What follows belongs to an exercise in optimizing a design on an open flow for small area and a short achievable clock period; a production flow would make more cautious choices. Where RTL was checked, it was by simulation tests only, not by an equivalence proof against the original. Power and IR drop assume default switching activity.

==> flow/design.v (excerpt) <==
module RF_ALU (input clk,
               input RegSet,
               input RegWrite,
               input [3:0] ALU_control,
               input [31:0] instr,
               input [31:0] Writedata,
               output reg [31:0] rd1,
               output reg [31:0] rd2,
               output [31:0] ALU_result,
               output Zero);
For scale: roughly 1200 flip-flops, roughly 170 I/O pins, about 0.048 mm^2 of cells after synthesis.
make LEC_CHECK=0 CAP_MARGIN=20 CORE_MARGIN=2 CORE_UTILIZATION=40 CTS_CLUSTER_DIAMETER=80 CTS_CLUSTER_SIZE=24 SETUP_SLACK_MARGIN=4.8 SLEW_MARGIN=20 SYNTH_HIERARCHICAL=1 finish   # period 9.0 ns
run.sh (not shown) runs the stock make flow with config.mk's settings and CLKGATE_MAP_FILE= SYNTH_SCRIPT=/design/flow/synth_recipe.tcl, a recipe that flattens the netlist after the stock synthesis.
The first run completed without violations.
Change:
Settings changed: SETUP_SLACK_MARGIN 4.8 to 5.
Effect: Routed wire length increases by 1.2%. Design area increases by 2.2%. Worst setup slack is better by 0.16 ns. Worst hold slack is about the same. Synthesized cell count is unchanged. Sequential share of layout area decreases by 0.86 points. Via count increases by 0.76%. Combinational power increases by about 3%. First-iteration DRC count increases by 7.4%. Die area does not change.
Change:
Settings changed: CORE_UTILIZATION 40 to 60, CTS_CLUSTER_DIAMETER 80 to not set, CTS_CLUSTER_SIZE 24 to not set.
Outcome: Setup slack gets worse by 0.066 ns; cell area goes up by a few percent; synthesized cell count stays the same; total power rises by about a fifth.
Change:
Settings changed: CORE_UTILIZATION 60 to 40, CTS_CLUSTER_DIAMETER set to 100, CTS_CLUSTER_SIZE set to 30.
Total power went down by 16%.
Clock skew went up by 0.016 ns.
Fmax went up by 1.7%.
Worst setup slack is better by 0.069 ns.
Critical path depth went down by 1.
Change:
Settings changed: CTS_BUF_LIST set to sky130_fd_sc_hd__clkbuf_8, CTS_CLUSTER_DIAMETER 100 to not set, CTS_CLUSTER_SIZE 30 to 20.
What happened: The changed run produced a clean layout; setup slack degrades by 0.12 ns; power grows by 15%; cell count is higher by 4.0%; via count rose by 1.9%.
Change:
Settings changed: CTS_BUF_LIST sky130_fd_sc_hd__clkbuf_8 to not set, CTS_CLUSTER_DIAMETER set to 80, CTS_CLUSTER_SIZE 20 to 24, TNS_END_PERCENT set to 10.
After rerunning: The new run finished clean; final cell count fell by 2.5%; sequential share of layout area rose by 0.48 points; first-iteration DRC count drops by 0.44%; worst setup slack loses 0.072 ns; non-clock buffer count goes up by 71; synthesized area is unchanged; total power went down by 7.4%; via count goes down by 1.2%; hold slack gets better by 0.0074 ns; routed wire length went up by 4.0%.

try-indigo:
Another version of the RTL of RF_ALU (not shown whole).
Size in the first run: roughly 4,600 cells after synthesis, ~49,000 sq um of cells after synthesis.
Settings: LEC_CHECK=0, CAP_MARGIN=20, CORE_MARGIN=2, CORE_UTILIZATION=40, CTS_CLUSTER_DIAMETER=90, CTS_CLUSTER_SIZE=28, SETUP_SLACK_MARGIN=5, SLEW_MARGIN=20, SYNTH_HIERARCHICAL=1; clock period 9.0 ns.
Changes in try-violet relative to try-indigo:
-- flow/config.mk --
<<< try-indigo, line 10
export CORE_UTILIZATION = 40
export CTS_CLUSTER_DIAMETER = 90
export CTS_CLUSTER_SIZE = 28
export SETUP_SLACK_MARGIN = 5
>>> try-violet, line 10
export CORE_UTILIZATION = 40
export CTS_CLUSTER_DIAMETER = 70
export CTS_CLUSTER_SIZE = 20
export SETUP_SLACK_MARGIN = 5
==> comparison <==
- Instance count on the critical path for try-violet: 6 up relative to try-indigo
- try-violet vs try-indigo — utilization rose 0.97 points.
- Delta (try-violet minus try-indigo): minimum clock period after layout now sits higher; H-tree depth now sits higher; fraction of standard cell area in multi-input logic now sits lower; flip-flop and latch count now sits at about the same level; wire length now sits higher.
- Part of the total power dissipated in the clock network: try-indigo and try-violet compared, higher one is try-violet
- | relative area of clock buffers and inverters in the final design | try-violet vs try-indigo | 1.7 points higher |
- Against try-indigo as the reference, try-violet delivers a higher layout cell share with drive strength beyond 1.
- try-violet vs try-indigo, worst setup path endpoint: alu_g[9]$_DFF_P_ vs ALU_result[29]
- Between try-violet and try-indigo, it is try-violet whose number of antenna violations at the first check in global routing is lower, by 1.
For try-umber, these inputs were changed with respect to try-violet:
-- flow/config.mk --
<<< try-violet, line 10
export CORE_UTILIZATION = 40
export CTS_CLUSTER_DIAMETER = 70
export CTS_CLUSTER_SIZE = 20
export SETUP_SLACK_MARGIN = 5
>>> try-umber, line 10
export CORE_UTILIZATION = 40
export CTS_CLUSTER_DIAMETER = 80
export CTS_CLUSTER_SIZE = 24
export SETUP_SLACK_MARGIN = 5
==> run notes <==
Between try-violet and try-umber, the total number of vias is higher for try-violet. Layout-stage area growth over the synthesis result delta for try-umber relative to try-violet: 2.3 points lower. Compared with try-violet, try-umber is the less power-hungry design. In the metrics for try-violet and try-umber, the one carrying the higher fmax is try-umber.
Here is what was changed in the inputs of try-xenon compared with try-umber.
==> flow/flow/run.sh (new file) <==
#!/bin/bash
# Own layout flow: the standard flow (standard.sh, standard synthesis
# unchanged) with two changes to how the layout is made:
#  - port buffers are sky130_fd_sc_hd__buf_2 (timing repair resizes them),
#  - timing repair may change a cell's footprint in every step.
set -euo pipefail
export SETUP_SLACK_MARGIN=5
export BUFFER_PORTS_ARGS="-buffer_cell sky130_fd_sc_hd__buf_2"
sed 's|"\${@:-finish}"|MATCH_CELL_FOOTPRINT=0 "${@:-finish}"|' standard.sh > standard_own.sh
grep -q 'MATCH_CELL_FOOTPRINT=0' standard_own.sh
bash standard_own.sh > standard_flow.log 2>&1
==> flow/standard.sh (new file) <==
#!/bin/bash
# synth_recipe.tcl (not shown) runs the flow's synth.tcl, then flattens the netlist and writes it again
# the make line also repeats each setting of config.mk as NAME=value (left out here)
make -C /OpenROAD-flow-scripts/flow DESIGN_CONFIG=/design/flow/config.mk WORK_HOME=/design/flow/orfs CLKGATE_MAP_FILE= SYNTH_SCRIPT=/design/flow/synth_recipe.tcl "${@:-finish}"
-- flow/config.mk --
<<< try-umber, line 12
export CTS_CLUSTER_SIZE = 24
export SETUP_SLACK_MARGIN = 5
export SLEW_MARGIN = 20
>>> try-xenon, line 12
export CTS_CLUSTER_SIZE = 24
export SLEW_MARGIN = 20
removed: flow/run.sh
Notes after the runs:
When the final numbers for try-xenon and try-umber were put side by side, the met2 usage in global routing turned out to be greater in try-umber. Number of stages on the worst setup path delta for try-xenon relative to try-umber: 7 higher. NOTE: global placer's final weighted congestion in try-xenon falls short of that of try-umber. Between try-umber and try-xenon, combinational power decreased. try-xenon — part of the cycle the worst path needs 0.27 points higher, try-umber as reference. Between try-xenon and try-umber, the difference in switching part of the total power is negligible. try-umber -> try-xenon: design area decreased slightly. Cell with the largest stage delay on the worst path = sky130_fd_sc_hd__xnor2_1: try-umber; cell with the largest stage delay on the worst path = sky130_fd_sc_hd__nor2_2: try-xenon. try-umber → try-xenon: total setup buffers inserted after CTS shrank by 3.3%, data required time of the worst path climbed 2350 ps, number of ordinary and repair buffers in the finished layout up 4.

Setup of old:
Another version of the RTL of RF_ALU (not shown whole).
Size in the first run: ~4700 cells after synthesis, ~54000 um2 of cells after synthesis.
make LEC_CHECK=0 CAP_MARGIN=20 CORE_MARGIN=2 CORE_UTILIZATION=40 SETUP_SLACK_MARGIN=4.0 SLEW_MARGIN=20 SYNTH_HIERARCHICAL=1 finish   # period 9.0 ns
Stock flow here: none of the scripts above is used.
old: full flow OK, the timing, DRC and antenna checks passed
For new, these inputs were changed with respect to old:
- SETUP_SLACK_MARGIN changed from 4.0 to 5
Notes after the runs:
Area of all placed cells without fillers sits higher in new than in old. First-pass GRT wire length, new and old, higher one = new. Summary — part of the power in combinational logic, new relative to old: higher, by 4.2 points.
No run of this note included a check of the RTL's function; only the layout flow was run.

fjord:
RF_ALU, a different RTL version from the one above (not shown whole).
For scale: ~4600 cells after synthesis, roughly 170 I/O pins, about 0.048 mm² of cells after synthesis.
==> flow/config.mk <==
export PLATFORM = sky130hd
export DESIGN_NAME = RF_ALU
export DESIGN_NICKNAME = RF_ALU
export VERILOG_FILES = /design/flow/design.v
export SDC_FILE = /design/flow/constraint.sdc
export NUM_CORES = 8
export LEC_CHECK = 0
export CAP_MARGIN = 20
export CORE_MARGIN = 2
export CORE_UTILIZATION = 40
export CTS_CLUSTER_DIAMETER = 80
export CTS_CLUSTER_SIZE = 24
export SLEW_MARGIN = 20
export SYNTH_HIERARCHICAL = 1
==> flow/constraint.sdc <==
create_clock -name core_clock -period 9.0 [get_ports {clk}]
set_input_delay 1.8000 -clock core_clock [delete_from_list [all_inputs] [get_ports {clk}]]
set_output_delay 1.8000 -clock core_clock [all_outputs]
set_load 0.01 [all_outputs]
standard.sh (not shown) runs the stock make flow with config.mk's settings and CLKGATE_MAP_FILE= SYNTH_SCRIPT=/design/flow/synth_recipe.tcl, a recipe that flattens the netlist after the stock synthesis.
==> flow/flow/run.sh <==
#!/bin/bash
# Own layout flow: the standard flow (standard.sh, standard synthesis
# unchanged) with two changes to how the layout is made:
#  - port buffers are sky130_fd_sc_hd__buf_2 (timing repair resizes them),
#  - timing repair may change a cell's footprint in every step.
set -euo pipefail
export SETUP_SLACK_MARGIN=5
export BUFFER_PORTS_ARGS="-buffer_cell sky130_fd_sc_hd__buf_2"
sed 's|"\${@:-finish}"|MATCH_CELL_FOOTPRINT=0 "${@:-finish}"|' standard.sh > standard_own.sh
grep -q 'MATCH_CELL_FOOTPRINT=0' standard_own.sh
bash standard_own.sh > standard_flow.log 2>&1
### fjord -> amber
==> flow/run.sh (new file) <==
#!/bin/bash
# synth_recipe.tcl (not shown) runs the flow's synth.tcl, then flattens the netlist and writes it again
# the make line also repeats each setting of config.mk as NAME=value (left out here)
make -C /OpenROAD-flow-scripts/flow DESIGN_CONFIG=/design/flow/config.mk WORK_HOME=/design/flow/orfs CLKGATE_MAP_FILE= SYNTH_SCRIPT=/design/flow/synth_recipe.tcl finish
-- flow/config.mk --
<<< fjord, line 11
export CTS_CLUSTER_DIAMETER = 80
export CTS_CLUSTER_SIZE = 24
export SLEW_MARGIN = 20
export SYNTH_HIERARCHICAL = 1
>>> amber, line 11
export CTS_CLUSTER_DIAMETER = 80
export CTS_CLUSTER_SIZE = 24
export SETUP_SLACK_MARGIN = 5
export SLEW_MARGIN = 20
export SYNTH_HIERARCHICAL = 1
removed: flow/flow/run.sh
removed: flow/standard.sh
Results
Between amber and fjord, number of vias per cell is lower for fjord, amber comes in above that.
Delta (amber minus fjord): part of the power in the clock network climbed 0.5 points; number of stages on the worst setup path dropped 5.
amber: flow completed, timing, DRC and antenna clean
No functional check of the RTL was part of any run of this note.

Setup of north:
RF_ALU, a different RTL version from the one above (not shown whole).
Size in the first run: ~4500 cells after synthesis, roughly 1200 flip-flops, about 170 I/O pins.
Design RF_ALU, start of the top module:
module RF_ALU (input clk,
               input RegSet,
               input RegWrite,
               input [3:0] ALU_control,
               input [31:0] instr,
               input [31:0] Writedata,
               output reg [31:0] rd1,
               output reg [31:0] rd2,
               output [31:0] ALU_result,
               output reg Zero);
clock: 9.0 ns
lec_check: 0
cap_margin: 20
core_margin: 2
core_utilization: 40
setup_slack_margin: 4.6
slew_margin: 20
synth_hierarchical: 1
run.sh (not shown) runs the stock make flow with config.mk's settings and CLKGATE_MAP_FILE= SYNTH_SCRIPT=/design/flow/synth_recipe.tcl, a recipe that flattens the netlist after the stock synthesis.
Stock flow here: none of the scripts above is used.
Relative to north, the following input files were edited for south:
Settings: SETUP_SLACK_MARGIN changed from 4.6 to 5.
- Register fraction of the total cell area (south over north): decrease, 1.2 points
- Delta(growth of design area from synthesis to finish, south - north) > 0
- Worst voltage drop across the vdd grid in south is about 0.4% higher than in north
- The number of logic stages on the critical path including buffering reported for south is greater than that of north by 1.
- Run comparison: north cell type of the slowest stage on the worst timing path sky130_fd_sc_hd__clkdlybuf4s50_1; south cell type of the slowest stage on the worst timing path sky130_fd_sc_hd__nand4_1
- Non-clock buffer count came out higher on south than on north.
- Worst setup slack: south higher than north
- Routed wire length in south vs north: up about 3.4%
Function was not checked in any run of this note: the RTL went through the layout flow alone.

Another version of the RTL of RF_ALU (not shown whole).
Size in the first run: ~4600 cells after synthesis, roughly 170 I/O pins, ~0.049 mm² of cells after synthesis.
Settings: LEC_CHECK=0, CAP_MARGIN=20, CORE_MARGIN=2, CORE_UTILIZATION=40, CTS_CLUSTER_DIAMETER=80, CTS_CLUSTER_SIZE=24, SLEW_MARGIN=20, SYNTH_HIERARCHICAL=1; clock period 9.0 ns.
standard.sh (not shown) runs the stock make flow with config.mk's settings and CLKGATE_MAP_FILE= SYNTH_SCRIPT=/design/flow/synth_recipe.tcl, a recipe that flattens the netlist after the stock synthesis.
==> flow/flow/run.sh <==
#!/bin/bash
set -euo pipefail
export SETUP_SLACK_MARGIN=5
# let timing repair change a cell's footprint (drive strength) in every step
sed 's|"\${@:-finish}"|MATCH_CELL_FOOTPRINT=0 "${@:-finish}"|' standard.sh > standard_own.sh
grep -q 'MATCH_CELL_FOOTPRINT=0' standard_own.sh
bash standard_own.sh > standard_flow.log 2>&1
The first run passed the timing, DRC and antenna checks.
==> next run, changes <==
==> flow/run.sh (new file) <==
#!/bin/bash
# synth_recipe.tcl (not shown) runs the flow's synth.tcl, then flattens the netlist and writes it again
# the make line also repeats each setting of config.mk as NAME=value (left out here)
make -C /OpenROAD-flow-scripts/flow DESIGN_CONFIG=/design/flow/config.mk WORK_HOME=/design/flow/orfs CLKGATE_MAP_FILE= SYNTH_SCRIPT=/design/flow/synth_recipe.tcl finish
Settings changed: SETUP_SLACK_MARGIN from default to 5.
removed: flow/flow/run.sh
removed: flow/standard.sh
Effect: Utilization is higher by 0.38 points. Die area stays the same. Sequential share of layout area goes down by 0.30 points. Maximum frequency grows slightly. Area after synthesis is unchanged. Via count climbs slightly. Wire length grows slightly. Final area is higher slightly.
==> next run, changes <==
==> flow/flow/run.sh (new file) <==
#!/bin/bash
# Own layout flow: the standard flow (standard.sh, standard synthesis
# unchanged) with two changes to how the layout is made:
#  - port buffers are sky130_fd_sc_hd__buf_2 (timing repair resizes them),
#  - timing repair may change a cell's footprint in every step.
set -euo pipefail
export SETUP_SLACK_MARGIN=5
export BUFFER_PORTS_ARGS="-buffer_cell sky130_fd_sc_hd__buf_2"
sed 's|"\${@:-finish}"|MATCH_CELL_FOOTPRINT=0 "${@:-finish}"|' standard.sh > standard_own.sh
grep -q 'MATCH_CELL_FOOTPRINT=0' standard_own.sh
bash standard_own.sh > standard_flow.log 2>&1
==> flow/standard.sh (new file) <==
#!/bin/bash
# synth_recipe.tcl (not shown) runs the flow's synth.tcl, then flattens the netlist and writes it again
# the make line also repeats each setting of config.mk as NAME=value (left out here)
make -C /OpenROAD-flow-scripts/flow DESIGN_CONFIG=/design/flow/config.mk WORK_HOME=/design/flow/orfs CLKGATE_MAP_FILE= SYNTH_SCRIPT=/design/flow/synth_recipe.tcl "${@:-finish}"
Settings changed: SETUP_SLACK_MARGIN 5 to default.
removed: flow/run.sh
What happened: The changed run completed with no timing, DRC or antenna violations; global-route usage falls by 0.95 points; total power came out lower slightly; setup slack degrades by 32 ps; critical path depth rises by 5; cell area shrinks slightly; clock-buffer cell count came out lower by 5.
==> next run, changes <==
==> flow/run.sh (new file) <==
#!/bin/bash
# synth_recipe.tcl (not shown) runs the flow's synth.tcl, then flattens the netlist and writes it again
# the make line also repeats each setting of config.mk as NAME=value (left out here)
make -C /OpenROAD-flow-scripts/flow DESIGN_CONFIG=/design/flow/config.mk WORK_HOME=/design/flow/orfs CLKGATE_MAP_FILE= SYNTH_SCRIPT=/design/flow/synth_recipe.tcl finish
Settings changed: CORE_UTILIZATION 40 to 55, SETUP_SLACK_MARGIN from default to 5.
removed: flow/flow/run.sh
removed: flow/standard.sh
Outcome:
- The changed run completed without violations
- power drops slightly
- global-route usage went up by 12 points
- sequential share of layout area stays flat

[separate check: timing with driven ports]
No port has a modelled driver above. Below, the same layouts with a new extraction and two added sets of constraints. Step 1: set_driving_cell puts a clkbuf_16 on clk and a buf_2 on each other input, an assumption about the parent block. Step 2, shift: input delay + t, output delay - t, t = (earliest + latest rising clock arrival at the registers) / 2. This alone moves slack from input paths to output paths. Three values: ideal, step 1, step 2; two values: the first two.
run | t (ns) | setup WS [ns] | clock arrival spread, ns
the first run of note 1 | 0.786 | 4.748 / 4.667 / 3.881 | 0.036 / 0.036
the second run of note 1 | 0.790 | 4.911 / 4.836 / 4.045 | 0.039 / 0.039
the third run of note 1 | 0.786 | 4.845 / 4.799 / 4.013 | 0.025 / 0.026
the fourth run of note 1 | 0.764 | 4.914 / 4.819 / 4.055 | 0.045 / 0.045
the fifth run of note 1 | 1.005 | 4.798 / 4.723 / 3.890 | 0.054 / 0.054
the sixth run of note 1 | 0.754 | 4.725 / 4.710 / 3.956 | 0.043 / 0.044
try-indigo | 0.794 | 4.968 / 4.896 / 4.231 | 0.037 / 0.036
try-violet | 0.784 | 4.911 / 4.846 / 4.158 | 0.035 / 0.034
try-umber | 0.784 | 4.944 / 4.872 / 4.245 | 0.048 / 0.049
try-xenon | 0.796 | 4.920 / 4.847 / 4.050 | 0.041 / 0.041
old | 0.851 | 4.000 / 3.911 / 3.059 | 0.039 / 0.039
new | 0.843 | 4.744 / 4.570 / 3.727 | 0.043 / 0.044
fjord | 0.788 | 4.851 / 4.793 / 4.033 | 0.031 / 0.031
amber | 0.795 | 4.828 / 4.756 / 4.113 | 0.035 / 0.035
north | 0.819 | 4.249 / 4.292 / 3.474 | 0.029 / 0.029
south | 0.829 | 4.595 / 4.632 / 3.803 | 0.036 / 0.036
the first run of note 6 | 0.788 | 4.906 / 4.790 / 4.001 | 0.058 / 0.059
the second run of note 6 | 0.786 | 4.946 / 4.874 / 4.204 | 0.036 / 0.035
the third run of note 6 | 0.798 | 4.914 / 4.856 / 4.058 | 0.054 / 0.054
the fourth run of note 6 | 0.764 | 4.839 / 4.782 / 4.128 | 0.051 / 0.051
After both steps every run listed still meets setup and hold. The setup slack of new, which loses most, moves by -0.174 ns with the drivers and by -1.017 ns with both steps.
